Background: an optimization exercise with open tools, aiming at small area. Do not read the settings as production practice.
RTL that was checked went through simulation tests only; none was proved equivalent to the original.
The RTL of runs 1 and 4 was laid out without a check of its function.
Power and IR drop assume default switching activity.

==> design/flow/design.v <==
module button (input clk, input rst, input pin, output q);
    localparam [13:0] SEED      = 14'b10111010000111;
    localparam [13:0] LAST      = 14'b11111001101111;
    localparam [13:0] LAST_MASK = 14'b01110101111111;
    reg        s0, s1;
    reg        r_q;
    reg [13:0] timer;
    wire rising = s0 & ~s1;
    wire last   = ((timer & LAST_MASK) == (LAST & LAST_MASK));
    always @(posedge clk) begin
        if (rst) begin
            s0    <= 1'b0;
            s1    <= 1'b0;
            r_q   <= 1'b0;
            timer <= 14'd0;
        end else begin
            s0  <= pin;
            s1  <= s0;
            r_q <= last & s0;
            if (rising)
                timer <= SEED;
            else if (last)
                timer <= 14'd0;
            else
                timer <= {timer[12:0], timer[13] ^ timer[0]};
        end
    end
    assign q = r_q;
endmodule
module clock_div (input clk, input rst, output clk_out, output tick);
    reg [2:0] j;
    always @(posedge clk) begin
        if (rst) j <= 3'b000;
        else     j <= {j[1:0], ~j[2]};
    end
    assign clk_out = j[2];
    assign tick    = j[1] & ~j[2];
endmodule
module pwm (
    input        i_clk,
    input        i_rst,
    input        i_en,
    input  [4:0] i_r,
    input  [4:0] i_g,
    input  [4:0] i_b,
    output       o_r,
    output       o_g,
    output       o_b
);
    reg [4:0] ph_q;
    reg [3:0] ph_r;
    reg       r_r, r_g, r_b;
    function automatic lt5(input [4:0] a, input [4:0] b);
        reg     l;
        integer k;
        begin
            l = 1'b0;
            for (k = 0; k < 5; k = k + 1)
                l = (~a[k] & b[k]) | (~a[k] & l) | (b[k] & l);
            lt5 = l;
        end
    endfunction
    wire r_at_9 = ph_r[3] & ph_r[0];                        
    wire at_255 = ph_q[4] & ph_q[3] & ph_q[0] & ph_r[2] & ph_r[0];   
    wire step_q = i_en & r_at_9;
    wire wrap   = i_rst | (i_en & at_255);
    reg [4:0] q_ones;
    reg [3:0] r_ones;
    integer k;
    always @(*) begin
        q_ones[0] = step_q;
        for (k = 1; k < 5; k = k + 1) q_ones[k] = q_ones[k-1] & ph_q[k-1];
        r_ones[0] = i_en;
        for (k = 1; k < 4; k = k + 1) r_ones[k] = r_ones[k-1] & ph_r[k-1];
    end
    always @(posedge i_clk) begin
        ph_q <= (ph_q ^ q_ones) & ~{5{wrap}};
        ph_r <= (ph_r ^ r_ones) & ~{4{wrap | step_q}};
        if (i_rst) begin
            r_r  <= 1'b0;
            r_g  <= 1'b0;
            r_b  <= 1'b0;
        end else if (i_en) begin
            r_r <= lt5(ph_q, i_r);
            r_g <= lt5(ph_q, i_g);
            r_b <= lt5(ph_q, i_b);
        end
    end
    assign o_r = r_r;
    assign o_g = r_g;
    assign o_b = r_b;
endmodule
module binary_to_bcd (
    input  [4:0] i_lvl,
    output [3:0] o_tens,
    output [1:0] o_hundreds
);
    localparam [127:0] TENS = {4'd11, 4'd10, 4'd9, 4'd8, 4'd7, 4'd6, 4'd5, 4'd4, 4'd3, 4'd2, 4'd1, 4'd0, 4'd9, 4'd8, 4'd7, 4'd6, 4'd5, 4'd4, 4'd3, 4'd2, 4'd1, 4'd0, 4'd9, 4'd8, 4'd7, 4'd6, 4'd5, 4'd4, 4'd3, 4'd2, 4'd1, 4'd0};
    localparam [63:0]  HUND = {2'd2, 2'd2, 2'd2, 2'd2, 2'd2, 2'd2, 2'd2, 2'd2, 2'd2, 2'd2, 2'd2, 2'd2, 2'd1, 2'd1, 2'd1, 2'd1, 2'd1, 2'd1, 2'd1, 2'd1, 2'd1, 2'd1, 2'd0, 2'd0, 2'd0, 2'd0, 2'd0, 2'd0, 2'd0, 2'd0, 2'd0, 2'd0};
    assign o_tens     = TENS[i_lvl * 4 +: 4];
    assign o_hundreds = HUND[i_lvl * 2 +: 2];
endmodule
module four_digit_display (
    input        i_clk,
    input        i_rst,
    input  [4:0] i_lvl,
    output [7:0] o_cathode,
    output [3:0] o_anode
);
    localparam [10:0] RST_STATE  = 11'b10001010110;
    localparam [10:0] WRAP_STATE = 11'b01000110100;
    localparam [10:0] LAST       = 11'b11110011111;
    localparam [10:0] LAST_MASK  = 11'b11110101111;
    reg [10:0] timer;
    reg [3:0]  r_anode;
    reg [3:0]  r_digit;
    reg [6:0]  r_cathode;
    wire step = ((timer & LAST_MASK) == (LAST & LAST_MASK));
    wire [3:0] tens;
    wire [1:0] hundreds;
    binary_to_bcd u_bcd (.i_lvl(i_lvl), .o_tens(tens), .o_hundreds(hundreds));
    wire idle = ~r_anode[0] & ~r_anode[1];
    always @(posedge i_clk) begin
        if (i_rst) begin
            timer   <= RST_STATE;
            r_anode <= 4'b0000;
            r_digit <= 4'd0;
        end else begin
            if (step) begin
                timer   <= WRAP_STATE;
                r_anode <= {r_anode[2:0] | {3{idle}}, r_anode[3]};
                if (~r_anode[0] & r_anode[1])
                    r_digit <= tens;
                else if (r_anode[0] & ~r_anode[1])
                    r_digit <= {2'b00, hundreds};
                else
                    r_digit <= 4'd0;
            end else
                timer <= {timer[9:0], timer[10] ^ timer[8]};
        end
    end
    wire A = r_digit[3], B = r_digit[2], C = r_digit[1], D = r_digit[0];
    always @(*) begin
        r_cathode[0] = A | C | (B & D) | (~B & ~D);
        r_cathode[1] = ~B | (~C & ~D) | (C & D);
        r_cathode[2] = B | ~C | D;
        r_cathode[3] = (~B & ~D) | (~B & C) | (C & ~D) | (B & ~C & D);
        r_cathode[4] = (~B & ~D) | (C & ~D);
        r_cathode[5] = A | (~C & ~D) | (B & ~C) | (B & ~D);
        r_cathode[6] = A | (B & ~C) | (~B & C) | (C & ~D);
    end
    assign o_cathode = {1'b1, ~r_cathode};
    assign o_anode   = r_anode;
endmodule
module main
(
    input   CLK100MHZ,
    input   RESET,
    input   [2:0] SW,
    input BTNU, BTND, BTNC,
    output  CLK_LED,
    output  LED16_R,
    output  LED16_G,
    output  LED16_B,
    output [7:0] AN,
    output [7:0] SEG
);
    wire pwm_tick;
    reg [4:0] red, green, blue;
    wire is_up, is_down, is_ctr;
    clock_div u1 (CLK100MHZ, RESET, CLK_LED, pwm_tick);
    four_digit_display u_fdd
    (
        .i_clk(CLK100MHZ),
        .i_rst(RESET),
        .i_lvl(red),
        .o_cathode(SEG),
        .o_anode(AN[3:0])
    );
    pwm u_pwm (CLK100MHZ, RESET, pwm_tick, red, green, blue, LED16_R, LED16_G, LED16_B);
    button u_up  (CLK100MHZ, RESET, BTNU, is_up  );
    button u_ctr (CLK100MHZ, RESET, BTNC, is_ctr );
    button u_down(CLK100MHZ, RESET, BTND, is_down);
    function automatic [4:0] next_level(input [4:0] lvl, input sel);
        reg       dn, up, clr;
        reg [4:0] ones, zeros;
        integer   k;
        begin
            dn  = is_down & sel & (lvl != 5'd0);
            up  = is_up & sel & ~(lvl[4] & lvl[3] & lvl[0]) & ~dn;
            clr = is_ctr & ~dn & ~up;
            ones[0]  = 1'b1;
            zeros[0] = 1'b1;
            for (k = 1; k < 5; k = k + 1) begin
                ones[k]  = ones[k-1] & lvl[k-1];
                zeros[k] = zeros[k-1] & ~lvl[k-1];
            end
            next_level = (lvl ^ ((ones & {5{up}}) | (zeros & {5{dn}}))) & ~{5{clr}};
        end
    endfunction
    always @(posedge CLK100MHZ) begin
        if (RESET) begin
            red   <= 5'd20;
            green <= 5'd10;
            blue  <= 5'd10;
        end else begin
            red   <= next_level(red,   SW[0]);
            green <= next_level(green, SW[1]);
            blue  <= next_level(blue,  SW[2]);
        end
    end
    assign AN[7:4] = 4'b1111;
endmodule
==> design/flow/flow/run.sh <==
#!/bin/bash
# Layout flow: the standard synthesis, then its combinational logic
# re-mapped for area by ABC (registers and tie cells kept: same instances,
# names and cells), proven equivalent to the standard netlist by yosys, then
# the standard layout from the floorplan on.  If the re-mapping or the
# proof fails, the standard netlist is laid out unchanged.
set -uo pipefail
R=orfs/results/$FLOW_PLATFORM/main/base
bash standard.sh synth > 1_standard_synth.log 2>&1 || exit 1
cp $R/1_2_yosys.v synth_standard.v
if REABC_SCRIPT=flow/area.abc yosys -c flow/reabc.tcl > 2_reabc.log 2>&1 &&
   yosys -c flow/eq.tcl > 3_equiv.log 2>&1; then
    cp synth_reabc.v $R/1_2_yosys.v
    rm -f $R/1_synth.odb
    echo "re-mapped netlist used" > netlist_choice.log
else
    echo "standard netlist used" > netlist_choice.log
fi
bash standard.sh > 4_standard_layout.log 2>&1
==> design/flow/flow/area.abc <==
strash
&get -n
&deepsyn -T 5
&put
dch -f
map -a
==> design/flow/flow/eq.tcl <==
yosys -import
set lib $::env(FLOW_HOME)/platforms/sky130hd/lib/sky130_fd_sc_hd__tt_025C_1v80.lib
read_liberty -ignore_miss_func $lib
read_verilog synth_standard.v
yosys rename main gold
read_verilog synth_reabc.v
yosys rename main gate
flatten gold gate
opt_clean gold gate
equiv_make gold gate equiv
hierarchy -top equiv
equiv_simple -seq 2 equiv
equiv_induct equiv
tee -o eq_status.txt equiv_status equiv
equiv_status -assert equiv
==> design/flow/flow/reabc.tcl <==
# Re-map the combinational logic of the standard synthesis for area.
# Registers and tie cells are kept as they are (same instances, names, cells).
yosys -import
set lib $::env(FLOW_HOME)/platforms/sky130hd/lib/sky130_fd_sc_hd__tt_025C_1v80.lib
set dont_use {sky130_fd_sc_hd__probe_p_8 sky130_fd_sc_hd__probec_p_8 sky130_fd_sc_hd__lpflow_bleeder_1 sky130_fd_sc_hd__lpflow_clkbufkapwr_1 sky130_fd_sc_hd__lpflow_clkbufkapwr_16 sky130_fd_sc_hd__lpflow_clkbufkapwr_2 sky130_fd_sc_hd__lpflow_clkbufkapwr_4 sky130_fd_sc_hd__lpflow_clkbufkapwr_8 sky130_fd_sc_hd__lpflow_clkinvkapwr_1 sky130_fd_sc_hd__lpflow_clkinvkapwr_16 sky130_fd_sc_hd__lpflow_clkinvkapwr_2 sky130_fd_sc_hd__lpflow_clkinvkapwr_4 sky130_fd_sc_hd__lpflow_clkinvkapwr_8 sky130_fd_sc_hd__lpflow_decapkapwr_12 sky130_fd_sc_hd__lpflow_decapkapwr_3 sky130_fd_sc_hd__lpflow_decapkapwr_4 sky130_fd_sc_hd__lpflow_decapkapwr_6 sky130_fd_sc_hd__lpflow_decapkapwr_8 sky130_fd_sc_hd__lpflow_inputiso0n_1 sky130_fd_sc_hd__lpflow_inputiso0p_1 sky130_fd_sc_hd__lpflow_inputiso1n_1 sky130_fd_sc_hd__lpflow_inputiso1p_1 sky130_fd_sc_hd__lpflow_inputisolatch_1 sky130_fd_sc_hd__lpflow_isobufsrc_1 sky130_fd_sc_hd__lpflow_isobufsrc_16 sky130_fd_sc_hd__lpflow_isobufsrc_2 sky130_fd_sc_hd__lpflow_isobufsrc_4 sky130_fd_sc_hd__lpflow_isobufsrc_8 sky130_fd_sc_hd__lpflow_isobufsrckapwr_16 sky130_fd_sc_hd__lpflow_lsbuf_lh_hl_isowell_tap_1 sky130_fd_sc_hd__lpflow_lsbuf_lh_hl_isowell_tap_2 sky130_fd_sc_hd__lpflow_lsbuf_lh_hl_isowell_tap_4 sky130_fd_sc_hd__lpflow_lsbuf_lh_isowell_4 sky130_fd_sc_hd__lpflow_lsbuf_lh_isowell_tap_1 sky130_fd_sc_hd__lpflow_lsbuf_lh_isowell_tap_2 sky130_fd_sc_hd__lpflow_lsbuf_lh_isowell_tap_4 }
read_liberty -ignore_miss_func $lib
read_verilog synth_standard.v
hierarchy -top main
setattr -mod -set keep_hierarchy 1 sky130_fd_sc_hd__dfxtp_1 sky130_fd_sc_hd__conb_1
flatten main
yosys rename -hide main/w:_*_.*
opt_clean main
tee -o stat_before.txt stat -liberty $lib main
set du_args {}
foreach c $dont_use { lappend du_args -dont_use $c }
abc -liberty $lib -script $::env(REABC_SCRIPT) {*}$du_args main
opt_clean -purge main
tee -o stat_after.txt stat -liberty $lib main
select main
write_verilog -noattr -nohex -nodec -selected synth_reabc.v
==> design/flow/standard.sh <==
#!/bin/bash
# synth_recipe.tcl (not shown) runs the flow's synth.tcl, then flattens the netlist and writes it again
# the make line also repeats each setting of config.mk as NAME=value (left out here)
make -C /OpenROAD-flow-scripts/flow DESIGN_CONFIG=/design/flow/config.mk WORK_HOME=/design/flow/orfs CLKGATE_MAP_FILE= SYNTH_SCRIPT=/design/flow/synth_recipe.tcl "${@:-finish}"
==> design/flow/config.mk <==
export PLATFORM = sky130hd
export DESIGN_NAME = main
export DESIGN_NICKNAME = main
export VERILOG_FILES = /design/flow/design.v
export SDC_FILE = /design/flow/constraint.sdc
export NUM_CORES = 4
export LEC_CHECK = 0
export CAP_MARGIN = 20
export CORE_MARGIN = 2
export CORE_UTILIZATION = 40
export CTS_BUF_LIST = sky130_fd_sc_hd__clkbuf_8
export CTS_CLUSTER_SIZE = 50
export SLEW_MARGIN = 20
==> design/flow/constraint.sdc <==
create_clock -name core_clock -period 10.0 [get_ports {CLK100MHZ}]
set_input_delay 2.0000 -clock core_clock [delete_from_list [all_inputs] [get_ports {CLK100MHZ}]]
set_output_delay 2.0000 -clock core_clock [all_outputs]
set_load 0.01 [all_outputs]
==> flow_metrics.env, run 1 <==
export IMPL_outcome="timing/DRC/antenna clean"
export IMPL_grt_setup_unrepaired="false"
export IMPL_final_layout_size_suffix_gt1_share_pct=2.88
export IMPL_minimum_hold_slack_ns=0.408
export IMPL_die_width_um=102
export IMPL_numCtsBuffers=9
export IMPL_crit_path_arrival_time_ns=4.62
export IMPL_fin_ws_ns=5.62
export IMPL_place_ws_ns=5.15
export IMPL_multiInputGateArea_sq_mm=0.00145
export IMPL_final_max_slew_violation_count=0
export IMPL_setup_tns_ns=0
export IMPL_area_delta_synth_final_pct=15.3
export IMPL_synth_warnings=5
export IMPL_static_leakage_power_uw=0.00161
export IMPL_floorplan_core_area_sq_mm=0.00928
export IMPL_timing_setup_critical_path_class="input port to flop"
export IMPL_initial_utilization_pct=41.3
export IMPL_powerDensity_mw_per_mm2=158
export IMPL_drt_first_pass_iters=4
export IMPL_end_kind="flop"
export IMPL_setup_violations=0
export IMPL_post_place_cells=668
export IMPL_worst_ir_drop_vdd_v=0.0000749
export IMPL_drt_vias_per_instance=4.74
export IMPL_total_power_uw=699
export IMPL_finalClockSkew_ns=0.0110
export IMPL_postSynthCellCount=513
export IMPL_hold_path_class="flop to flop"
export IMPL_most_frequent_standard_cell_in_the_layout_excluding_fill_and_tap_cells="clkinv_1"
export IMPL_maxClockFrequency_mhz=228
export IMPL_clock_sinks=100
export IMPL_clk_insertion_delay_late_ns=0.36
export IMPL_detailroute_via_count=3243
export IMPL_cts_repair_timing_setup_buffer_count=0
export IMPL_max_clock_path_buffers=2
export IMPL_num_io_pins=28
export IMPL_core_rowCount=35
export IMPL_cts_tree="yes"
export IMPL_area_of_all_sequential_standard_cells_sq_mm=0.00200
export IMPL_finalWirelength_um=7280
export IMPL_period_share_pct=43.8
export IMPL_worstSetupStartpoint="RESET"
export IMPL_holdCritStartpoint="u_fdd.timer[6]"
export IMPL_timing_max_slew_rel_slack_pct=50.4
export IMPL_grtUsageTotal_pct=15.3
export IMPL_final_antenna_net_count=0
export IMPL_clock_tree_htree_level_count=3
export IMPL_cts_repair_resized=0
export IMPL_final_cell_count_no_fill=684
export IMPL_worstMarginPinSlew_ns=0.740
export IMPL_grt_overflow_total=0
export IMPL_wire_per_inst_um=10.6
export IMPL_grt_pass1_vias=2987
export IMPL_cts_hold_buffers=0
export IMPL_nNetsFinal=558
export IMPL_antenna_cells_inserted=0
export IMPL_final_cell_mix="clkinv_1, dfxtp_1, nor2_1"
export IMPL_grt_antenna_before_repair=0
export IMPL_remaining_drc_errors=0
export IMPL_clkSlewWorstSetupHoldPaths_ns=0.10
export IMPL_worst_endpoint_required_ns=10.24
export IMPL_detailed_place_hpwl_um=5380
export IMPL_chipHeight_um=102
export IMPL_grt_pass1_wl_um=12700
export IMPL_grt_max_degree=25
export IMPL_critPathMaxFanout=24
export IMPL_hold_viol_final=0
export IMPL_timing_hold_worst_path_depth=2
export IMPL_buffer_ports_inserted=22
export IMPL_period_needed_ns=4.38
export IMPL_root_buffer="clkbuf_8"
export IMPL_maxCapViolations=0
export IMPL_fp_dieArea_sq_mm=0.0104
export IMPL_launch_instance_of_the_worst_register_to_register_path="red[4]"
export IMPL_rr_worst_depth=13
export IMPL_cp_start_kind="input port"
export IMPL_fillCellCount=952
export IMPL_postSynthAreaPerCell_sq_um=7.47
export IMPL_drt_iter0_drc=174
export IMPL_syn_cell_area_sq_mm=0.00383
export IMPL_gp_congestion=0.868
worst paths after layout:
kind / end / slack (ns)
worst max-delay path: u_fdd.r_digit[0] / 5.62
worst min register to register: u_fdd.timer[7] / 0.41
worst min-delay path: u_fdd.timer[7] / 0.41
worst max register to register: red[3] / 7.93
sequential cells by signal (all words and copies together), names as in the netlist, 5 cells and up:
signal / flops
blue: 5
green: 5
red: 5
u_ctr.timer: 14
u_down.timer: 14
u_fdd.timer: 11
u_pwm.ph_q: 5
u_up.timer: 14
critical path, cell delays in order:
cell and delay [ns]:
clkdlybuf4s50_1 0.95, clkinv_1 0.83, nand2_1 0.45, clkinv_1 0.14
nand2_1 0.13, o221ai_1 0.11
stage by stage:
step                util [%]  instance area [sq um]
finish                  47.6                   4420
global route            47.6                   4420
CTS                     47.6                   4420
detailed placement      45.5                   4230
global placement        45.5                   4230
floorplan                  -                   3840
power by group:
group          switching [uW]  internal [uW]  leakage [uW]
registers                7.49            414      0.000818
clock network             146           94.8     0.0000955
logic                    23.2           13.3      0.000693
layout make-up:
class                      instances  area share (%)
inverter                         105            8.93
clock buffer                       9            2.81
tap                              129            3.66
multi-input combinational        312            32.8
clock inverter                     7            1.47
timing repair buffer              22            4.99
sequential                       100            45.3
routing by layer:
metal,vias to the layer above,wire length (um),GRT usage [%]
met5,-,0,0
met4,0,133,5.13
met3,11,289,4.51
met2,56,3320,25.7
met1,1446,3540,18.9
li1,1730,-,-
==> run 2: changes to the inputs <==
--- a/design/flow/design.v
+++ b/design/flow/design.v
@@ -7,15 +7,14 @@
     reg [13:0] timer;
     wire rising = s0 & ~s1;
     wire last   = ((timer & LAST_MASK) == (LAST & LAST_MASK));
+    always @(posedge clk) s1 <= s0;
     always @(posedge clk) begin
         if (rst) begin
             s0    <= 1'b0;
-            s1    <= 1'b0;
             r_q   <= 1'b0;
             timer <= 14'd0;
         end else begin
             s0  <= pin;
-            s1  <= s0;
             r_q <= last & s0;
             if (rising)
                 timer <= SEED;
@@ -90,16 +89,6 @@
     assign o_g = r_g;
     assign o_b = r_b;
 endmodule
-module binary_to_bcd (
-    input  [4:0] i_lvl,
-    output [3:0] o_tens,
-    output [1:0] o_hundreds
-);
-    localparam [127:0] TENS = {4'd11, 4'd10, 4'd9, 4'd8, 4'd7, 4'd6, 4'd5, 4'd4, 4'd3, 4'd2, 4'd1, 4'd0, 4'd9, 4'd8, 4'd7, 4'd6, 4'd5, 4'd4, 4'd3, 4'd2, 4'd1, 4'd0, 4'd9, 4'd8, 4'd7, 4'd6, 4'd5, 4'd4, 4'd3, 4'd2, 4'd1, 4'd0};
-    localparam [63:0]  HUND = {2'd2, 2'd2, 2'd2, 2'd2, 2'd2, 2'd2, 2'd2, 2'd2, 2'd2, 2'd2, 2'd2, 2'd2, 2'd1, 2'd1, 2'd1, 2'd1, 2'd1, 2'd1, 2'd1, 2'd1, 2'd1, 2'd1, 2'd0, 2'd0, 2'd0, 2'd0, 2'd0, 2'd0, 2'd0, 2'd0, 2'd0, 2'd0};
-    assign o_tens     = TENS[i_lvl * 4 +: 4];
-    assign o_hundreds = HUND[i_lvl * 2 +: 2];
-endmodule
 module four_digit_display (
     input        i_clk,
     input        i_rst,
@@ -111,46 +100,35 @@
     localparam [10:0] WRAP_STATE = 11'b01000110100;
     localparam [10:0] LAST       = 11'b11110011111;
     localparam [10:0] LAST_MASK  = 11'b11110101111;
+    localparam [3:0] S_RESET = 4'd10, S_ONES = 4'd14, S_THOUSANDS = 4'd11;
+    localparam [63:0]  ANODES   = {4'b1011, 4'b1110, 4'b1011, 4'b1011, 4'b0111, 4'b0000, 4'b1101, 4'b1101, 4'b1101, 4'b1101, 4'b1101, 4'b1101, 4'b1101, 4'b1101, 4'b1101, 4'b1101};
+    localparam [111:0] CATHODES = {7'b0100100, 7'b1000000, 7'b1111001, 7'b1000000, 7'b1000000, 7'b1000000, 7'b0011000, 7'b0000000, 7'b1111000, 7'b0000010, 7'b0010010, 7'b0011001, 7'b0110000, 7'b0100100, 7'b1111001, 7'b1000000};
+    localparam [31:0]  NEXT     = {2'd1, 2'd2, 2'd1, 2'd1, 2'd3, 2'd3, 2'd0, 2'd0, 2'd0, 2'd0, 2'd0, 2'd0, 2'd0, 2'd0, 2'd0, 2'd0};
+    localparam [127:0] TENS     = {4'd9, 4'd9, 4'd9, 4'd9, 4'd9, 4'd9, 4'd5, 4'd4, 4'd3, 4'd2, 4'd1, 4'd0, 4'd9, 4'd8, 4'd7, 4'd6, 4'd5, 4'd4, 4'd3, 4'd2, 4'd1, 4'd0, 4'd9, 4'd8, 4'd7, 4'd6, 4'd5, 4'd4, 4'd3, 4'd2, 4'd1, 4'd0};
+    localparam [127:0] HUNDREDS = {4'd15, 4'd15, 4'd15, 4'd15, 4'd15, 4'd15, 4'd15, 4'd15, 4'd15, 4'd15, 4'd15, 4'd15, 4'd13, 4'd13, 4'd13, 4'd13, 4'd13, 4'd13, 4'd13, 4'd13, 4'd13, 4'd13, 4'd12, 4'd12, 4'd12, 4'd12, 4'd12, 4'd12, 4'd12, 4'd12, 4'd12, 4'd12};
     reg [10:0] timer;
-    reg [3:0]  r_anode;
-    reg [3:0]  r_digit;
-    reg [6:0]  r_cathode;
+    reg [3:0]  state;
     wire step = ((timer & LAST_MASK) == (LAST & LAST_MASK));
-    wire [3:0] tens;
-    wire [1:0] hundreds;
-    binary_to_bcd u_bcd (.i_lvl(i_lvl), .o_tens(tens), .o_hundreds(hundreds));
-    wire idle = ~r_anode[0] & ~r_anode[1];
+    wire [1:0] next = NEXT[state * 2 +: 2];
     always @(posedge i_clk) begin
         if (i_rst) begin
-            timer   <= RST_STATE;
-            r_anode <= 4'b0000;
-            r_digit <= 4'd0;
+            timer <= RST_STATE;
+            state <= S_RESET;
         end else begin
             if (step) begin
-                timer   <= WRAP_STATE;
-                r_anode <= {r_anode[2:0] | {3{idle}}, r_anode[3]};
-                if (~r_anode[0] & r_anode[1])
-                    r_digit <= tens;
-                else if (r_anode[0] & ~r_anode[1])
-                    r_digit <= {2'b00, hundreds};
-                else
-                    r_digit <= 4'd0;
+                timer <= WRAP_STATE;
+                case (next)
+                    2'd0: state <= HUNDREDS[i_lvl * 4 +: 4];
+                    2'd1: state <= S_THOUSANDS;
+                    2'd2: state <= TENS[i_lvl * 4 +: 4];
+                    2'd3: state <= S_ONES;
+                endcase
             end else
                 timer <= {timer[9:0], timer[10] ^ timer[8]};
         end
     end
-    wire A = r_digit[3], B = r_digit[2], C = r_digit[1], D = r_digit[0];
-    always @(*) begin
-        r_cathode[0] = A | C | (B & D) | (~B & ~D);
-        r_cathode[1] = ~B | (~C & ~D) | (C & D);
-        r_cathode[2] = B | ~C | D;
-        r_cathode[3] = (~B & ~D) | (~B & C) | (C & ~D) | (B & ~C & D);
-        r_cathode[4] = (~B & ~D) | (C & ~D);
-        r_cathode[5] = A | (~C & ~D) | (B & ~C) | (B & ~D);
-        r_cathode[6] = A | (B & ~C) | (~B & C) | (C & ~D);
-    end
-    assign o_cathode = {1'b1, ~r_cathode};
-    assign o_anode   = r_anode;
+    assign o_anode   = ANODES[state * 4 +: 4];
+    assign o_cathode = {1'b1, CATHODES[state * 7 +: 7]};
 endmodule
 module main
 (
==> design/flow/flow/area.abc (replaced) <==
strash
balance -l
resub -K 6 -l
rewrite -l
resub -K 6 -N 2 -l
refactor -l
resub -K 8 -l
balance -l
resub -K 8 -N 2 -l
rewrite -l
resub -K 10 -l
rewrite -z -l
resub -K 10 -N 2 -l
balance -l
resub -K 12 -l
refactor -z -l
resub -K 12 -N 2 -l
rewrite -z -l
balance -l
&get -n
&dch -f
&nf -a -R 1000
&put
mfs2 -W 4 -M 5000
strash
&get -n
&dch -f
&nf -a -R 1000
&put
==> flow_metrics.env, run 2 <==
export IMPL_outcome="timing/DRC/antenna clean"
export IMPL_grt_antenna_before_repair=0
export IMPL_worstMarginPinSlew_ns=0.938
export IMPL_fp_dieArea_sq_mm=0.00989
export IMPL_final_core_util_pct=47.7
export IMPL_maxClockFrequency_mhz=240
export IMPL_clk_insertion_delay_late_ns=0.36
export IMPL_antenna_cells_inserted=0
export IMPL_static_leakage_power_uw=0.00171
export IMPL_crit_path_arrival_time_ns=2.16
export IMPL_postPlaceCellArea_sq_mm=0.00402
export IMPL_p_comb_share_pct=5.0
export IMPL_sequentialPowerShare_pct=61.8
export IMPL_floorplan_core_area_sq_mm=0.00876
export IMPL_timing_setup_critical_path_class="flop to output pin"
export IMPL_numCtsBuffers=9
export IMPL_cts_repair_resized=0
export IMPL_syn_cell_area_sq_mm=0.00364
export IMPL_gp_congestion=0.887
export IMPL_place_ws_ns=5.74
export IMPL_sw_frac_of_total_pct=23.7
export IMPL_nNetsFinal=453
export IMPL_detailed_place_hpwl_um=5020
export IMPL_maxCapViolations=0
export IMPL_period_share_pct=41.6
export IMPL_powerDensity_mw_per_mm2=157
export IMPL_hold_viol_final=0
export IMPL_drt_iter0_drc=132
export IMPL_most_frequent_standard_cell_in_the_layout_excluding_fill_and_tap_cells="dfxtp_1"
export IMPL_grt_pass1_vias=2748
export IMPL_worst_ir_drop_vdd_v=0.0000726
export IMPL_hold_path_class="flop to flop"
export IMPL_total_power_uw=658
export IMPL_num_io_pins=28
export IMPL_max_clock_path_buffers=2
export IMPL_power_switching_uw=156
export IMPL_cts_hold_buffers=0
export IMPL_remaining_drc_errors=0
export IMPL_setup_tns_ns=0
export IMPL_postSynthAreaPerCell_sq_um=8.96
export IMPL_drt_vias_per_instance=5.30
export IMPL_worst_endpoint_required_ns=8.00
export IMPL_end_kind="output pin"
export IMPL_critPathMaxFanout=8
export IMPL_fin_ws_ns=5.84
export IMPL_p_int_uw=502
export IMPL_clock_sinks=96
export IMPL_cts_tree="yes"
export IMPL_synth_warnings=5
export IMPL_core_rowCount=34
export IMPL_area_delta_synth_final_pct=14.8
export IMPL_final_cell_mix="dfxtp_1, nor2_1, nand2_1"
export IMPL_initial_utilization_pct=41.6
export IMPL_timing_max_slew_rel_slack_pct=37.3
export IMPL_clock_power_share_pct=33.2
export IMPL_setup_violations=0
export IMPL_grt_pass1_wl_um=12600
export IMPL_clock_tree_htree_level_count=3
export IMPL_wire_per_inst_um=12.9
export IMPL_grt_max_degree=34
export IMPL_drt_first_pass_iters=4
export IMPL_buffer_ports_inserted=22
export IMPL_cp_start_kind="flop"
export IMPL_grt_overflow_total=0
export IMPL_die_width_um=99.5
export IMPL_clkSlewWorstSetupHoldPaths_ns=0.09
export IMPL_grt_setup_unrepaired="false"
export IMPL_final_max_slew_violation_count=0
export IMPL_detailroute_via_count=2953
export IMPL_postSynthCellCount=407
export IMPL_finalClockSkew_ns=0.0131
export IMPL_final_antenna_net_count=0
export IMPL_cts_repair_timing_setup_buffer_count=0
export IMPL_final_layout_size_suffix_gt1_share_pct=3.34
export IMPL_grtUsageTotal_pct=15.7
export IMPL_fillCellCount=854
export IMPL_fin_area_sq_mm=0.00418
export IMPL_largest_registers="u_ctr.timer x14, u_down.timer x14, u_up.timer x14"
export IMPL_chipHeight_um=99.5
export IMPL_period_needed_ns=4.16
export IMPL_finalWirelength_um=7210
export IMPL_root_buffer="clkbuf_8"
run 2: metrics by stage:
| stage | hold WS [ns] | cells |
|---|---|---|
| finish | 0.350 | 557 |
| detailed placement | 0.348 | 542 |
| CTS | 0.350 | 557 |
| global placement | 0.341 | 542 |
| global route | 0.370 | 557 |
| floorplan | 0.336 | 411 |
run 2: layout make-up:
cell class                 count  area [sq um]  share of cell area [%]
clock buffer                   9           124                    2.96
clock inverter                 6          37.5                   0.897
inverter                      11          41.3                   0.987
multi-input combinational    304          1700                    40.6
sequential                    96          1920                    45.9
tap                          108           135                    3.23
timing repair buffer          23           228                    5.44
run 2: power groups by stage:
| stage | sequential (uW) | combinational (uW) | clock [uW] |
|---|---|---|---|
| after floorplan | 413 | 21.0 | 0 |
| after global placement | 416 | 32.4 | 0 |
| after detailed placement | 416 | 33.1 | 0 |
| after CTS | 407 | 33.3 | 227 |
| after global routing | 409 | 37.5 | 242 |
| final | 407 | 32.7 | 218 |
run 2: routing by layer:
layer | track usage (%) | up-vias | share of wire [%]
li1 | - | 1514 | -
met4 | 6.64 | 0 | 1.8
met1 | 21.5 | 1362 | 50
met5 | 0 | - | 0
met3 | 3.58 | 14 | 4.7
met2 | 23.9 | 63 | 43
run 2: worst max-delay path, cell delays in order (launching register included):
cell and delay, ns:
dfxtp_1 0.49, clkinv_1 0.20, a22oi_1 0.30, o22ai_1 0.15, nor2b_1 0.12, clkdlybuf4s50_1 0.54
run 2: final timing paths:
path             startpoint       endpoint  slack, ns  depth (start not counted)
min               u_down.s0      u_down.s1       0.35                          0
max          u_fdd.state[3]         SEG[2]       5.84                          5
min reg2reg       u_down.s0      u_down.s1       0.35                          0
max reg2reg         u1.j[2]  u_pwm.ph_r[3]       7.84                          6
==> run 3: changes to the inputs <==
--- a/design/flow/flow/run.sh
+++ b/design/flow/flow/run.sh
@@ -2,7 +2,9 @@
 # Layout flow: the standard synthesis, then its combinational logic
 # re-mapped for area by ABC (registers and tie cells kept: same instances,
 # names and cells), proven equivalent to the standard netlist by yosys, then
-# the standard layout from the floorplan on.  If the re-mapping or the
+# the standard layout from the floorplan on, with two settings passed to
+# its steps: ports buffered with buf_1 rather than clkdlybuf4s50_1, and clock
+# tree synthesis without dummy loads.  If the re-mapping or the
 # proof fails, the standard netlist is laid out unchanged.
 set -uo pipefail
 R=orfs/results/$FLOW_PLATFORM/main/base
@@ -16,4 +18,7 @@
 else
     echo "standard netlist used" > netlist_choice.log
 fi
-bash standard.sh > 4_standard_layout.log 2>&1
+bash standard.sh \
+    BUFFER_PORTS_ARGS="-inputs -outputs -buffer_cell sky130_fd_sc_hd__buf_1" \
+    CTS_ARGS="-sink_clustering_enable -repair_clock_nets -sink_clustering_size 50 -buf_list sky130_fd_sc_hd__clkbuf_8 -dont_use_dummy_load" \
+    finish > 4_standard_layout.log 2>&1
==> flow_metrics.env, run 3 <==
export IMPL_outcome="timing/DRC/antenna clean"
export IMPL_max_clock_path_buffers=2
export IMPL_end_kind="output pin"
export IMPL_ff2ff_setup_slack_ns=7.81
export IMPL_critPathMaxFanout=8
export IMPL_clock_sinks=96
export IMPL_grtUsageTotal_pct=15.2
export IMPL_crit_path_arrival_time_ns=1.76
export IMPL_cts_tree="yes"
export IMPL_root_buffer="clkbuf_8"
export IMPL_fp_dieArea_sq_mm=0.00989
export IMPL_clock_tree_htree_level_count=3
export IMPL_clk_insertion_delay_late_ns=0.35
export IMPL_final_layout_size_suffix_gt1_share_pct=2.26
export IMPL_period_share_pct=37.6
export IMPL_remaining_drc_errors=0
export IMPL_fillCellCount=868
export IMPL_detailed_place_hpwl_um=5040
export IMPL_total_power_uw=629
export IMPL_clkSlewWorstSetupHoldPaths_ns=0.10
export IMPL_nNetsFinal=453
export IMPL_gp_congestion=0.859
export IMPL_setup_violations=0
export IMPL_hold_viol_final=0
export IMPL_final_antenna_net_count=0
export IMPL_die_width_um=99.5
export IMPL_static_leakage_power_uw=0.00164
export IMPL_buffer_ports_inserted=22
export IMPL_timing_setup_critical_path_class="flop to output pin"
export IMPL_cp_start_kind="flop"
export IMPL_cts_hold_buffers=0
export IMPL_period_needed_ns=3.76
export IMPL_final_cell_mix="dfxtp_1, nor2_1, nand2_1"
export IMPL_area_delta_synth_final_pct=9.99
export IMPL_wire_per_inst_um=12.9
export IMPL_grt_setup_unrepaired="false"
export IMPL_syn_cell_area_sq_mm=0.00364
export IMPL_worst_endpoint_required_ns=8.00
export IMPL_maxCapViolations=0
export IMPL_grt_overflow_total=0
export IMPL_grt_pass1_vias=2647
export IMPL_cts_repair_timing_setup_buffer_count=0
export IMPL_cts_repair_resized=0
export IMPL_setup_tns_ns=0
export IMPL_worstMarginPinSlew_ns=0.964
export IMPL_drt_iter0_drc=101
export IMPL_maxClockFrequency_mhz=266
export IMPL_floorplan_core_area_sq_mm=0.00876
export IMPL_grt_pass1_wl_um=12200
export IMPL_finalWirelength_um=7100
export IMPL_detailroute_via_count=2880
export IMPL_most_frequent_standard_cell_in_the_layout_excluding_fill_and_tap_cells="dfxtp_1"
export IMPL_slowest_stage="dfxtp_1"
export IMPL_postSynthAreaPerCell_sq_um=8.96
export IMPL_finalClockSkew_ns=0.0383
export IMPL_initial_utilization_pct=41.6
export IMPL_timing_critical_path_slowest_cell_delay_ns=0.49
export IMPL_timing_max_slew_rel_slack_pct=35.6
export IMPL_chipHeight_um=99.5
export IMPL_numCtsBuffers=9
export IMPL_grt_max_degree=34
export IMPL_powerDensity_mw_per_mm2=157
export IMPL_grt_antenna_before_repair=0
export IMPL_core_rowCount=34
export IMPL_final_core_util_pct=45.7
export IMPL_worst_ir_drop_vdd_v=0.0000717
export IMPL_postSynthCellCount=407
export IMPL_final_max_slew_violation_count=0
export IMPL_synth_warnings=5
export IMPL_drt_vias_per_instance=5.23
export IMPL_hold_path_class="flop to flop"
export IMPL_antenna_cells_inserted=0
export IMPL_crit_path_cell_trace="clkinv_1, a22oi_1, o22ai_1, nor2b_1, buf_1"
export IMPL_num_io_pins=28
export IMPL_largest_registers="u_ctr.timer x14, u_down.timer x14, u_up.timer x14"
export IMPL_drt_first_pass_iters=4
==> run 3: final cells by class <==
type / instances / area [sq um] / share of cell area [%]
inverters: 11 / 41.3 / 1.03
clock buffers: 9 / 124 / 3.09
flip-flops and latches: 96 / 1920 / 47.9
multi-input cells: 304 / 1700 / 42.3
well taps: 108 / 135 / 3.37
repair buffers: 23 / 90.1 / 2.25
==> run 3: worst max-delay path: cells and delay by family, from the launching register on <==
kind            cells  cell delay, ns
simple gates        1            0.12
flops               1            0.49
buf+inv             2            0.33
compound gates      2            0.47
==> run 3: stage by stage <==
| stage | area, sq um | cells | setup slack, ns | hold slack [ns] |
|---|---|---|---|---|
| 2_1_floorplan | 3660 | 411 | 6.67 | 0.336 |
| 5_1_grt | 4010 | 551 | 6.06 | 0.363 |
| 3_3_place_gp | 3880 | 542 | 6.22 | 0.348 |
| 6_report | 4010 | 551 | 6.24 | 0.359 |
| 3_5_place_dp | 3880 | 542 | 6.20 | 0.348 |
| 4_1_cts | 4010 | 551 | 6.20 | 0.359 |
==> run 3: worst paths after layout <==
check	start	endpoint	cells after the start
max	u_fdd.state[3]	SEG[2]	5
min	u_down.s0	u_down.s1	0
max reg2reg	u1.j[2]	u_pwm.ph_r[2]	6
min reg2reg	u_down.s0	u_down.s1	0
==> run 3: layer usage <==
| layer | wire length, um | track usage (%) | part of all wire (%) | up-vias |
|---|---|---|---|---|
| met5 | 0 | 0 | 0 | - |
| li1 | - | - | - | 1505 |
| met2 | 3050 | 22.9 | 43 | 62 |
| met3 | 300 | 2.88 | 4.2 | 9 |
| met1 | 3670 | 21.6 | 52 | 1304 |
| met4 | 83 | 5.58 | 1.2 | 0 |
==> run 3: where the power goes <==
| part | switching, uW | internal, uW |
|---|---|---|
| Combinational | 16.7 | 12.9 |
| Sequential | 9.20 | 398 |
| Clock | 111 | 80.9 |
| Total | 137 | 492 |
==> run 4: changes to the inputs <==
--- a/design/flow/design.v
+++ b/design/flow/design.v
@@ -96,35 +96,43 @@
     output [7:0] o_cathode,
     output [3:0] o_anode
 );
-    localparam [10:0] RST_STATE  = 11'b10001010110;
-    localparam [10:0] WRAP_STATE = 11'b01000110100;
-    localparam [10:0] LAST       = 11'b11110011111;
-    localparam [10:0] LAST_MASK  = 11'b11110101111;
+    localparam [9:0] START     = 10'b1110111110;
+    localparam [9:0] LAST      = 10'b0110111111;
+    localparam [9:0] LAST_MASK = 10'b0110111111;
     localparam [3:0] S_RESET = 4'd10, S_ONES = 4'd14, S_THOUSANDS = 4'd11;
     localparam [63:0]  ANODES   = {4'b1011, 4'b1110, 4'b1011, 4'b1011, 4'b0111, 4'b0000, 4'b1101, 4'b1101, 4'b1101, 4'b1101, 4'b1101, 4'b1101, 4'b1101, 4'b1101, 4'b1101, 4'b1101};
     localparam [111:0] CATHODES = {7'b0100100, 7'b1000000, 7'b1111001, 7'b1000000, 7'b1000000, 7'b1000000, 7'b0011000, 7'b0000000, 7'b1111000, 7'b0000010, 7'b0010010, 7'b0011001, 7'b0110000, 7'b0100100, 7'b1111001, 7'b1000000};
     localparam [31:0]  NEXT     = {2'd1, 2'd2, 2'd1, 2'd1, 2'd3, 2'd3, 2'd0, 2'd0, 2'd0, 2'd0, 2'd0, 2'd0, 2'd0, 2'd0, 2'd0, 2'd0};
-    localparam [127:0] TENS     = {4'd9, 4'd9, 4'd9, 4'd9, 4'd9, 4'd9, 4'd5, 4'd4, 4'd3, 4'd2, 4'd1, 4'd0, 4'd9, 4'd8, 4'd7, 4'd6, 4'd5, 4'd4, 4'd3, 4'd2, 4'd1, 4'd0, 4'd9, 4'd8, 4'd7, 4'd6, 4'd5, 4'd4, 4'd3, 4'd2, 4'd1, 4'd0};
+    localparam [127:0] TENS     = {4'd11, 4'd10, 4'd9, 4'd8, 4'd7, 4'd6, 4'd5, 4'd4, 4'd3, 4'd2, 4'd1, 4'd0, 4'd9, 4'd8, 4'd7, 4'd6, 4'd5, 4'd4, 4'd3, 4'd2, 4'd1, 4'd0, 4'd9, 4'd8, 4'd7, 4'd6, 4'd5, 4'd4, 4'd3, 4'd2, 4'd1, 4'd0};
     localparam [127:0] HUNDREDS = {4'd15, 4'd15, 4'd15, 4'd15, 4'd15, 4'd15, 4'd15, 4'd15, 4'd15, 4'd15, 4'd15, 4'd15, 4'd13, 4'd13, 4'd13, 4'd13, 4'd13, 4'd13, 4'd13, 4'd13, 4'd13, 4'd13, 4'd12, 4'd12, 4'd12, 4'd12, 4'd12, 4'd12, 4'd12, 4'd12, 4'd12, 4'd12};
-    reg [10:0] timer;
-    reg [3:0]  state;
-    wire step = ((timer & LAST_MASK) == (LAST & LAST_MASK));
+    reg [9:0] timer;
+    reg       half;
+    reg [3:0] state;
+    wire last = ((timer & LAST_MASK) == (LAST & LAST_MASK));
+    wire step = last & ~half;
+    always @(posedge i_clk) begin
+        if (i_rst | last)
+            timer <= START;
+        else
+            timer <= {timer[8:0], ~(timer[9] ^ timer[6])};
+        if (i_rst)
+            half <= 1'b0;
+        else if (last)
+            half <= ~half;
+    end
     wire [1:0] next = NEXT[state * 2 +: 2];
     always @(posedge i_clk) begin
         if (i_rst) begin
-            timer <= RST_STATE;
             state <= S_RESET;
         end else begin
             if (step) begin
-                timer <= WRAP_STATE;
                 case (next)
                     2'd0: state <= HUNDREDS[i_lvl * 4 +: 4];
                     2'd1: state <= S_THOUSANDS;
                     2'd2: state <= TENS[i_lvl * 4 +: 4];
                     2'd3: state <= S_ONES;
                 endcase
-            end else
-                timer <= {timer[9:0], timer[10] ^ timer[8]};
+            end
         end
     end
     assign o_anode   = ANODES[state * 4 +: 4];
--- a/design/flow/flow/run.sh
+++ b/design/flow/flow/run.sh
@@ -3,8 +3,9 @@
 # re-mapped for area by ABC (registers and tie cells kept: same instances,
 # names and cells), proven equivalent to the standard netlist by yosys, then
 # the standard layout from the floorplan on, with two settings passed to
-# its steps: ports buffered with buf_1 rather than clkdlybuf4s50_1, and clock
-# tree synthesis without dummy loads.  If the re-mapping or the
+# its steps: ports buffered with buf_1 rather than clkdlybuf4s50_1, clock
+# tree synthesis without dummy loads, and one tie cell shared by the constant
+# outputs.  If the re-mapping or the
 # proof fails, the standard netlist is laid out unchanged.
 set -uo pipefail
 R=orfs/results/$FLOW_PLATFORM/main/base
@@ -21,4 +22,5 @@
 bash standard.sh \
     BUFFER_PORTS_ARGS="-inputs -outputs -buffer_cell sky130_fd_sc_hd__buf_1" \
     CTS_ARGS="-sink_clustering_enable -repair_clock_nets -sink_clustering_size 50 -buf_list sky130_fd_sc_hd__clkbuf_8 -dont_use_dummy_load" \
+    SKIP_REPAIR_TIE_FANOUT=1 \
     finish > 4_standard_layout.log 2>&1
==> flow_metrics.env, run 4 <==
export IMPL_clk_insertion_delay_late_ns=0.35
export IMPL_grt_pass1_wl_um=11700
export IMPL_initial_utilization_pct=40.7
export IMPL_power_switching_uw=140
export IMPL_fp_dieArea_sq_mm=0.0100
export IMPL_area_delta_synth_final_pct=9.56
export IMPL_timing_max_slew_rel_slack_pct=52.9
export IMPL_finalClockSkew_ns=0.0314
export IMPL_sw_frac_of_total_pct=22.1
export IMPL_p_comb_share_pct=5.4
export IMPL_syn_cell_area_sq_mm=0.00370
export IMPL_period_share_pct=36.8
export IMPL_most_frequent_standard_cell_in_the_layout_excluding_fill_and_tap_cells="dfxtp_1"
export IMPL_outcome="timing/DRC/antenna clean"
export IMPL_timing_critical_path_slowest_cell_delay_ns=0.48
export IMPL_clock_sinks=96
export IMPL_grtUsageTotal_pct=14.3
export IMPL_setup_violations=0
export IMPL_grt_pass1_vias=2542
export IMPL_critical_path_buf_inv_count=1
export IMPL_grt_setup_unrepaired="false"
export IMPL_wire_per_inst_um=12.5
export IMPL_drt_first_pass_iters=4
export IMPL_remaining_drc_errors=0
export IMPL_final_cell_count_no_fill=546
export IMPL_postSynthAreaPerCell_sq_um=9.19
export IMPL_grt_antenna_before_repair=0
export IMPL_cts_repair_timing_setup_buffer_count=0
export IMPL_crit_path_arrival_time_ns=1.68
export IMPL_powerDensity_mw_per_mm2=156
export IMPL_p_int_uw=494
export IMPL_synth_warnings=5
export IMPL_sequentialPowerShare_pct=64.0
export IMPL_ff2ff_setup_slack_ns=7.77
export IMPL_cts_hold_buffers=0
export IMPL_floorplan_core_area_sq_mm=0.00911
export IMPL_regToRegEndpoint="u_pwm.ph_q[4]"
export IMPL_launch_instance_of_the_worst_register_to_register_path="u1.j[1]"
export IMPL_postSynthCellCount=403
export IMPL_cts_tree="yes"
export IMPL_drt_iter0_drc=88
export IMPL_nNetsFinal=445
export IMPL_finalWirelength_um=6810
export IMPL_chipHeight_um=100
export IMPL_holdCritStartpoint="u_up.s0"
export IMPL_final_max_slew_violation_count=0
export IMPL_root_buffer="clkbuf_8"
export IMPL_cp_start_kind="flop"
export IMPL_timing_hold_worst_path_depth=0
export IMPL_gp_congestion=0.850
export IMPL_buffer_ports_inserted=22
export IMPL_final_antenna_net_count=0
export IMPL_core_rowCount=35
export IMPL_num_io_pins=28
export IMPL_clkSlewWorstSetupHoldPaths_ns=0.07
export IMPL_final_layout_size_suffix_gt1_share_pct=2.53
export IMPL_worst_endpoint_required_ns=8.00
export IMPL_largest_registers="u_ctr.timer x14, u_down.timer x14, u_up.timer x14"
export IMPL_antenna_cells_inserted=0
export IMPL_drt_vias_per_instance=5.25
export IMPL_post_place_cells=537
export IMPL_end_kind="output pin"
export IMPL_static_leakage_power_uw=0.00162
export IMPL_grt_overflow_total=0
export IMPL_critPathMaxFanout=9
export IMPL_critical_path_top_delay_family="flip-flops"
export IMPL_slowest_stage="dfxtp_1"
export IMPL_crit_path_cell_trace="nor2_1, nor2_1, nor2_1, a21oi_1, nor3_1, a21oi_1, buf_1"
export IMPL_setup_tns_ns=0
export IMPL_detailed_place_hpwl_um=4800
export IMPL_rr_worst_depth=7
export IMPL_hold_end="u_up.s1"
export IMPL_period_needed_ns=3.68
export IMPL_clock_power_share_pct=30.6
export IMPL_die_width_um=100
export IMPL_timing_setup_critical_path_class="flop to output pin"
export IMPL_maxClockFrequency_mhz=272
export IMPL_cts_repair_resized=0
export IMPL_timing_critical_path_mode_cell="nor2_1"
export IMPL_numCtsBuffers=9
export IMPL_max_clock_path_buffers=2
export IMPL_grt_max_degree=53
export IMPL_maxCapViolations=0
export IMPL_worst_ir_drop_vdd_v=0.0000586
export IMPL_final_cell_mix="dfxtp_1, nor2_1, a21o_1"
export IMPL_detailroute_via_count=2866
export IMPL_clock_tree_htree_level_count=3
export IMPL_worstMarginPinSlew_ns=0.701
export IMPL_hold_viol_final=0
export IMPL_hold_path_class="flop to flop"
-- run 4: metrics by stage --
| step | power, uW | utilization [%] | hold slack (ns) | cell area, sq um | setup WS, ns |
|---|---|---|---|---|---|
| 2_1_floorplan | 437 | - | 0.337 | 3700 | 6.69 |
| 3_3_place_gp | 448 | 43.2 | 0.349 | 3940 | 6.52 |
| 3_5_place_dp | 449 | 43.2 | 0.355 | 3940 | 6.44 |
| 4_1_cts | 643 | 44.6 | 0.367 | 4060 | 6.30 |
| 5_1_grt | 663 | 44.6 | 0.374 | 4060 | 6.14 |
| 6_report | 634 | 44.6 | 0.365 | 4060 | 6.32 |
-- run 4: how the worst max path moves through the flow --
stage / start / to / slack [ns] / depth (start not counted)
after floorplan: u_fdd.state[0] / SEG[3] / 6.69 / 6
after global placement: SW[1] / green[1] / 6.52 / 6
after detailed placement: SW[1] / green[1] / 6.44 / 6
after CTS: u_fdd.state[0] / SEG[3] / 6.30 / 7
after global routing: u_fdd.state[0] / SEG[3] / 6.14 / 7
final: u_fdd.state[0] / SEG[3] / 6.32 / 7
-- run 4: metal layers --
metal  vias up  share of wire, %  GRT usage, %
met3        12               3.2          2.79
met4         0               2.2          6.95
li1       1485                 -             -
met2        47                42          21.2
met5         -                 0             0
met1      1322                52          19.8
-- run 4: power groups by stage --
stage               Sequential, uW  Combinational, uW  Clock, uW
floorplan                      413               23.9          0
global placement               415               33.8          0
detailed placement             415               34.3          0
CTS                            406               34.5        203
global route                   408               38.8        216
finish                         406               34.0        194
-- run 4: layout make-up --
cell class | instances | area (sq um)
fillers | 914 | 5050
flip-flops and latches | 96 | 1920
multi-input cells | 294 | 1730
well taps | 111 | 139
clock buffers | 9 | 124
repair buffers | 23 | 91.3
inverters | 13 | 48.8
-- run 4: worst register-to-register path: cells and delay by family (launching register included) --
family	cells	cell delay, ns
XOR/XNOR	1	0.16
flip-flops	1	0.33
AND/OR/NAND/NOR	6	1.64
==> run 5: changes to the inputs <==
--- a/design/flow/design.v
+++ b/design/flow/design.v
@@ -96,43 +96,35 @@
     output [7:0] o_cathode,
     output [3:0] o_anode
 );
-    localparam [9:0] START     = 10'b1110111110;
-    localparam [9:0] LAST      = 10'b0110111111;
-    localparam [9:0] LAST_MASK = 10'b0110111111;
+    localparam [10:0] RST_STATE  = 11'b10001010110;
+    localparam [10:0] WRAP_STATE = 11'b01000110100;
+    localparam [10:0] LAST       = 11'b11110011111;
+    localparam [10:0] LAST_MASK  = 11'b11110101111;
     localparam [3:0] S_RESET = 4'd10, S_ONES = 4'd14, S_THOUSANDS = 4'd11;
     localparam [63:0]  ANODES   = {4'b1011, 4'b1110, 4'b1011, 4'b1011, 4'b0111, 4'b0000, 4'b1101, 4'b1101, 4'b1101, 4'b1101, 4'b1101, 4'b1101, 4'b1101, 4'b1101, 4'b1101, 4'b1101};
     localparam [111:0] CATHODES = {7'b0100100, 7'b1000000, 7'b1111001, 7'b1000000, 7'b1000000, 7'b1000000, 7'b0011000, 7'b0000000, 7'b1111000, 7'b0000010, 7'b0010010, 7'b0011001, 7'b0110000, 7'b0100100, 7'b1111001, 7'b1000000};
     localparam [31:0]  NEXT     = {2'd1, 2'd2, 2'd1, 2'd1, 2'd3, 2'd3, 2'd0, 2'd0, 2'd0, 2'd0, 2'd0, 2'd0, 2'd0, 2'd0, 2'd0, 2'd0};
-    localparam [127:0] TENS     = {4'd11, 4'd10, 4'd9, 4'd8, 4'd7, 4'd6, 4'd5, 4'd4, 4'd3, 4'd2, 4'd1, 4'd0, 4'd9, 4'd8, 4'd7, 4'd6, 4'd5, 4'd4, 4'd3, 4'd2, 4'd1, 4'd0, 4'd9, 4'd8, 4'd7, 4'd6, 4'd5, 4'd4, 4'd3, 4'd2, 4'd1, 4'd0};
+    localparam [127:0] TENS     = {4'd9, 4'd9, 4'd9, 4'd9, 4'd9, 4'd9, 4'd5, 4'd4, 4'd3, 4'd2, 4'd1, 4'd0, 4'd9, 4'd8, 4'd7, 4'd6, 4'd5, 4'd4, 4'd3, 4'd2, 4'd1, 4'd0, 4'd9, 4'd8, 4'd7, 4'd6, 4'd5, 4'd4, 4'd3, 4'd2, 4'd1, 4'd0};
     localparam [127:0] HUNDREDS = {4'd15, 4'd15, 4'd15, 4'd15, 4'd15, 4'd15, 4'd15, 4'd15, 4'd15, 4'd15, 4'd15, 4'd15, 4'd13, 4'd13, 4'd13, 4'd13, 4'd13, 4'd13, 4'd13, 4'd13, 4'd13, 4'd13, 4'd12, 4'd12, 4'd12, 4'd12, 4'd12, 4'd12, 4'd12, 4'd12, 4'd12, 4'd12};
-    reg [9:0] timer;
-    reg       half;
-    reg [3:0] state;
-    wire last = ((timer & LAST_MASK) == (LAST & LAST_MASK));
-    wire step = last & ~half;
-    always @(posedge i_clk) begin
-        if (i_rst | last)
-            timer <= START;
-        else
-            timer <= {timer[8:0], ~(timer[9] ^ timer[6])};
-        if (i_rst)
-            half <= 1'b0;
-        else if (last)
-            half <= ~half;
-    end
+    reg [10:0] timer;
+    reg [3:0]  state;
+    wire step = ((timer & LAST_MASK) == (LAST & LAST_MASK));
     wire [1:0] next = NEXT[state * 2 +: 2];
     always @(posedge i_clk) begin
         if (i_rst) begin
+            timer <= RST_STATE;
             state <= S_RESET;
         end else begin
             if (step) begin
+                timer <= WRAP_STATE;
                 case (next)
                     2'd0: state <= HUNDREDS[i_lvl * 4 +: 4];
                     2'd1: state <= S_THOUSANDS;
                     2'd2: state <= TENS[i_lvl * 4 +: 4];
                     2'd3: state <= S_ONES;
                 endcase
-            end
+            end else
+                timer <= {timer[9:0], timer[10] ^ timer[8]};
         end
     end
     assign o_anode   = ANODES[state * 4 +: 4];
==> design/flow/flow/run.sh (replaced) <==
#!/bin/bash
# Layout flow.
# 1. the standard synthesis (standard.sh synth).
# 2. Its combinational logic re-mapped for area by ABC with each script in
#    flow/abc/ (registers and tie cells kept: same instances, names and
#    cells); the smallest netlist that yosys proves equivalent to the
#    standard one is used (if none is, the standard netlist is kept).
# 3. the standard layout from the floorplan on (standard.sh finish), with
#    these settings passed to its steps: ports buffered with buf_1 rather than
#    clkdlybuf4s50_1; one tie cell shared by the constant outputs; and clock
#    tree synthesis with clkbuf_8 and without dummy loads.
# Each tool's output goes to a log file of its own in this folder.
set -uo pipefail
R=orfs/results/$FLOW_PLATFORM/main/base
bash standard.sh synth > 1_standard_synth.log 2>&1 || exit 1
cp $R/1_2_yosys.v synth_standard.v

for f in flow/abc/*.abc; do
    b=$(basename $f .abc)
    mkdir -p reabc_$b
    cp synth_standard.v reabc_$b/
    (cd reabc_$b && REABC_SCRIPT=$PWD/../$f yosys -c ../flow/reabc.tcl > ../2_reabc_$b.log 2>&1) &
    while (( $(jobs -rp | wc -l) >= ${NUM_CORES:-4} )); do sleep 1; done
done
wait
: > netlist_choice.log
for b in $(for d in reabc_*; do
               a=$(awk '/Chip area/ {print $NF}' $d/stat_after.txt 2>/dev/null)
               [ -n "$a" ] && [ -f $d/synth_reabc.v ] && echo "$a ${d#reabc_}"
           done | sort -g | awk '{print $2}'); do
    a=$(awk '/Chip area/ {print $NF}' reabc_$b/stat_after.txt)
    if (cd reabc_$b && yosys -c ../flow/eq.tcl > ../3_equiv_$b.log 2>&1); then
        cp reabc_$b/synth_reabc.v $R/1_2_yosys.v
        rm -f $R/1_synth.odb
        echo "re-mapped netlist from flow/abc/$b.abc used ($a um2)" >> netlist_choice.log
        break
    fi
    echo "flow/abc/$b.abc: not proven equivalent, skipped" >> netlist_choice.log
done
[ -s netlist_choice.log ] && grep -q used netlist_choice.log || echo "standard netlist used" >> netlist_choice.log

bash standard.sh \
    BUFFER_PORTS_ARGS="-inputs -outputs -buffer_cell sky130_fd_sc_hd__buf_1" \
    SKIP_REPAIR_TIE_FANOUT=1 \
    CTS_ARGS="-sink_clustering_enable -repair_clock_nets -sink_clustering_size 50 -buf_list sky130_fd_sc_hd__clkbuf_8 -dont_use_dummy_load" \
    finish > 4_standard_layout.log 2>&1
==> design/flow/flow/abc/a1.abc (new file) <==
strash
balance -l
resub -K 6 -l
rewrite -l
resub -K 6 -N 2 -l
refactor -l
resub -K 8 -l
balance -l
resub -K 8 -N 2 -l
rewrite -l
resub -K 10 -l
rewrite -z -l
resub -K 10 -N 2 -l
balance -l
resub -K 12 -l
refactor -z -l
resub -K 12 -N 2 -l
rewrite -z -l
balance -l
&get -n
&dch -f
&nf -a -R 1000
&put
==> design/flow/flow/abc/a2.abc (new file) <==
strash
balance -l
resub -K 6 -l
rewrite -l
resub -K 6 -N 2 -l
refactor -l
resub -K 8 -l
balance -l
resub -K 8 -N 2 -l
rewrite -l
resub -K 10 -l
rewrite -z -l
resub -K 10 -N 2 -l
balance -l
resub -K 12 -l
refactor -z -l
resub -K 12 -N 2 -l
rewrite -z -l
balance -l
balance -l
resub -K 6 -l
rewrite -l
resub -K 6 -N 2 -l
refactor -l
resub -K 8 -l
balance -l
resub -K 8 -N 2 -l
rewrite -l
resub -K 10 -l
rewrite -z -l
resub -K 10 -N 2 -l
balance -l
resub -K 12 -l
refactor -z -l
resub -K 12 -N 2 -l
rewrite -z -l
balance -l
&get -n
&dch -f
&nf -a -R 1000
&put
mfs2
strash
&get -n
&dch -f
&nf -a -R 1000
&put
==> design/flow/flow/abc/a3.abc (new file) <==
strash
balance -l
resub -K 6 -l
rewrite -l
resub -K 6 -N 2 -l
refactor -l
resub -K 8 -l
balance -l
resub -K 8 -N 2 -l
rewrite -l
resub -K 10 -l
rewrite -z -l
resub -K 10 -N 2 -l
balance -l
resub -K 12 -l
refactor -z -l
resub -K 12 -N 2 -l
rewrite -z -l
balance -l
&get -n
&dch -f
&nf -a -R 1000
&put
mfs2 -W 4 -M 5000
strash
&get -n
&dch -f
&nf -a -R 1000
&put
==> design/flow/flow/abc/a4.abc (new file) <==
strash
balance -l
resub -K 6 -l
rewrite -l
resub -K 6 -N 2 -l
refactor -l
resub -K 8 -l
balance -l
resub -K 8 -N 2 -l
rewrite -l
resub -K 10 -l
rewrite -z -l
resub -K 10 -N 2 -l
balance -l
resub -K 12 -l
refactor -z -l
resub -K 12 -N 2 -l
rewrite -z -l
balance -l
&get -n
&dch -f
&nf -a -R 1000
&put
mfs2 -W 4 -M 5000
strash
&get -n
&dch -f
&nf -a -R 1000
&put
mfs2 -W 4 -M 5000
strash
&get -n
&dch -f
&nf -a -R 1000
&put
==> design/flow/flow/abc/a5.abc (new file) <==
strash
balance -l
resub -K 6 -l
rewrite -l
resub -K 6 -N 2 -l
refactor -l
resub -K 8 -l
balance -l
resub -K 8 -N 2 -l
rewrite -l
resub -K 10 -l
rewrite -z -l
resub -K 10 -N 2 -l
balance -l
resub -K 12 -l
refactor -z -l
resub -K 12 -N 2 -l
rewrite -z -l
balance -l
&get -n
&dch -f
&nf -a -R 3000 -C 32
&put
mfs2 -W 4 -M 5000
strash
&get -n
&dch -f
&nf -a -R 3000 -C 32
&put
==> design/flow/flow/abc/a6.abc (new file) <==
strash
balance -l
resub -K 6 -l
rewrite -l
resub -K 6 -N 2 -l
refactor -l
resub -K 8 -l
balance -l
resub -K 8 -N 2 -l
rewrite -l
resub -K 10 -l
rewrite -z -l
resub -K 10 -N 2 -l
balance -l
resub -K 12 -l
refactor -z -l
resub -K 12 -N 2 -l
rewrite -z -l
balance -l
&get -n
&synch2
&nf -a -R 1000
&put
mfs2 -W 4 -M 5000
strash
&get -n
&dch -f
&nf -a -R 1000
&put
==> design/flow/flow/abc/a7.abc (new file) <==
strash
balance -l
resub -K 6 -l
rewrite -l
resub -K 6 -N 2 -l
refactor -l
resub -K 8 -l
balance -l
resub -K 8 -N 2 -l
rewrite -l
resub -K 10 -l
rewrite -z -l
resub -K 10 -N 2 -l
balance -l
resub -K 12 -l
refactor -z -l
resub -K 12 -N 2 -l
rewrite -z -l
balance -l
&get -n
&dch -f
&nf -R 1000
&put
removed: design/flow/flow/area.abc
==> flow_metrics.env, run 5 <==
export IMPL_outcome="timing/DRC/antenna clean"
export IMPL_drt_vias_per_instance=5.34
export IMPL_setup_violations=0
export IMPL_chipHeight_um=99.5
export IMPL_detailroute_via_count=2923
export IMPL_final_cell_mix="dfxtp_1, nor2_1, nand2_1"
export IMPL_fillCellCount=859
export IMPL_grt_antenna_before_repair=0
export IMPL_synth_warnings=5
export IMPL_hold_path_class="flop to flop"
export IMPL_timing_setup_critical_path_class="flop to output pin"
export IMPL_clock_tree_htree_level_count=3
export IMPL_syn_cell_area_sq_mm=0.00364
export IMPL_fin_ws_ns=6.18
export IMPL_grt_pass1_wl_um=12400
export IMPL_cp_start_kind="flop"
export IMPL_area_delta_synth_final_pct=9.58
export IMPL_final_max_slew_violation_count=0
export IMPL_worstMarginPinSlew_ns=0.932
export IMPL_detailed_place_hpwl_um=5050
export IMPL_cts_tree="yes"
export IMPL_crit_path_arrival_time_ns=1.82
export IMPL_maxCapViolations=0
export IMPL_max_clock_path_buffers=2
export IMPL_cts_hold_buffers=0
export IMPL_finalClockSkew_ns=0.0317
export IMPL_setup_tns_ns=0
export IMPL_period_needed_ns=3.82
export IMPL_grt_overflow_total=0
export IMPL_gp_congestion=0.839
export IMPL_end_kind="output pin"
export IMPL_clk_insertion_delay_late_ns=0.35
export IMPL_postSynthCellCount=407
export IMPL_critPathMaxFanout=8
export IMPL_largest_registers="u_ctr.timer x14, u_down.timer x14, u_up.timer x14"
export IMPL_die_width_um=99.5
export IMPL_fp_dieArea_sq_mm=0.00989
export IMPL_cts_repair_resized=0
export IMPL_grt_max_degree=34
export IMPL_initial_utilization_pct=41.6
export IMPL_hold_viol_final=0
export IMPL_remaining_drc_errors=0
export IMPL_grtUsageTotal_pct=15.3
export IMPL_final_antenna_net_count=0
export IMPL_static_leakage_power_uw=0.00162
export IMPL_buffer_ports_inserted=22
export IMPL_clkSlewWorstSetupHoldPaths_ns=0.10
export IMPL_powerDensity_mw_per_mm2=157
export IMPL_minimum_hold_slack_ns=0.362
export IMPL_core_rowCount=34
export IMPL_maxClockFrequency_mhz=262
export IMPL_worst_endpoint_required_ns=8.00
export IMPL_drt_first_pass_iters=4
export IMPL_place_ws_ns=6.18
export IMPL_final_cell_count_no_fill=547
export IMPL_timing_max_slew_rel_slack_pct=37.7
export IMPL_nNetsFinal=449
export IMPL_grt_pass1_vias=2704
export IMPL_floorplan_core_area_sq_mm=0.00876
export IMPL_cts_repair_timing_setup_buffer_count=0
export IMPL_numCtsBuffers=9
export IMPL_finalWirelength_um=7110
export IMPL_root_buffer="clkbuf_8"
export IMPL_grt_setup_unrepaired="false"
export IMPL_clock_sinks=96
export IMPL_period_share_pct=38.2
export IMPL_antenna_cells_inserted=0
export IMPL_post_place_cells=538
export IMPL_postSynthAreaPerCell_sq_um=8.96
export IMPL_most_frequent_standard_cell_in_the_layout_excluding_fill_and_tap_cells="dfxtp_1"
export IMPL_worst_ir_drop_vdd_v=0.0000674
export IMPL_drt_iter0_drc=87
export IMPL_wire_per_inst_um=13.0
export IMPL_num_io_pins=28
export IMPL_final_layout_size_suffix_gt1_share_pct=2.28
run 5: cell types whose count changed in the layout (fill, tap and decap cells not counted), moves of 5 or more:
cell      before  now
nand2b_1       6    1
a211oi_1       2    7
o21ai_0       14   25
nand2_1       22   30
and3_1         4   10
nor2b_1       16   11
run 5: power breakdown:
group / switching (uW) / internal, uW / leakage (uW)
clock network: 111 / 80.9 / 0.0000647
logic: 16.7 / 12.9 / 0.000772
registers: 9.19 / 398 / 0.000786
total: 137 / 492 / 0.00162
run 5: layer usage:
layer	part of all wire, %	GRT usage (%)	vias up
met3	4.6	3.16	7
li1	-	-	1503
met2	44	23.4	69
met4	1.1	6.01	0
met1	50	21.3	1344
met5	0	0	-
run 5: final timing paths:
check,start,to,slack [ns],cells past startpoint
worst max-delay path,u_fdd.state[3],SEG[2],6.18,5
worst min-delay path,u_down.s0,u_down.s1,0.36,0
worst max register to register,u1.j[2],u_pwm.ph_r[2],7.82,6
worst min register to register,u_down.s0,u_down.s1,0.36,0
run 5: final cells by class:
cell class | count | area, sq um | share of cell area, %
Clock buffer | 9 | 124 | 3.10
Inverter | 11 | 41.3 | 1.03
Multi-Input combinational cell | 300 | 1680 | 42.1
Sequential cell | 96 | 1920 | 48.1
Tap cell | 108 | 135 | 3.38
Timing Repair Buffer | 23 | 90.1 | 2.26
run 5: critical path, stage by stage (launching register included):
cell,delay (ns)
dfxtp_1,0.50
clkinv_1,0.19
a22oi_1,0.33
o22ai_1,0.17
nor2b_1,0.13
buf_1,0.15
run 5: stage by stage:
stage                     total power [uW]  cell area, sq um  util (%)
after floorplan                        434              3640         -
after global placement                 445              3870      44.2
after detailed placement               446              3870      44.2
after CTS                              636              3990      45.6
after global routing                   658              3990      45.6
final                                  629              3990      45.6

separate check: timing with driven ports:
The flow's constraints put no driver on any port. The routed layouts listed below were extracted and timed again, unchanged, in two steps. Step 1, drivers: a clkbuf_16 drives CLK100MHZ and a buf_2 each remaining input, both assumed. Step 2 times the ports against the registers' clock, not the clock port: input delays grow and output delays shrink by t, the midpoint of the rising clock arrivals with the driver on. Slacks: ideal / step 1 / step 2; pairs: ideal / step 1.
run	t, ns	setup WS [ns]	latest minus earliest clock arrival (ns)
run 1	0.384	5.616 / 5.625 / 5.241	0.011 / 0.012
run 2	0.384	5.836 / 5.807 / 5.797	0.013 / 0.013
run 3	0.362	6.237 / 6.207 / 6.225	0.038 / 0.038
run 4	0.372	6.322 / 6.291 / 6.428	0.036 / 0.036
run 5	0.365	6.178 / 6.149 / 6.234	0.032 / 0.032
After both steps setup and hold are still met in every run listed. The setup slack of run 1, which loses most, moves by +0.009 ns with the drivers and by -0.375 ns with both steps.
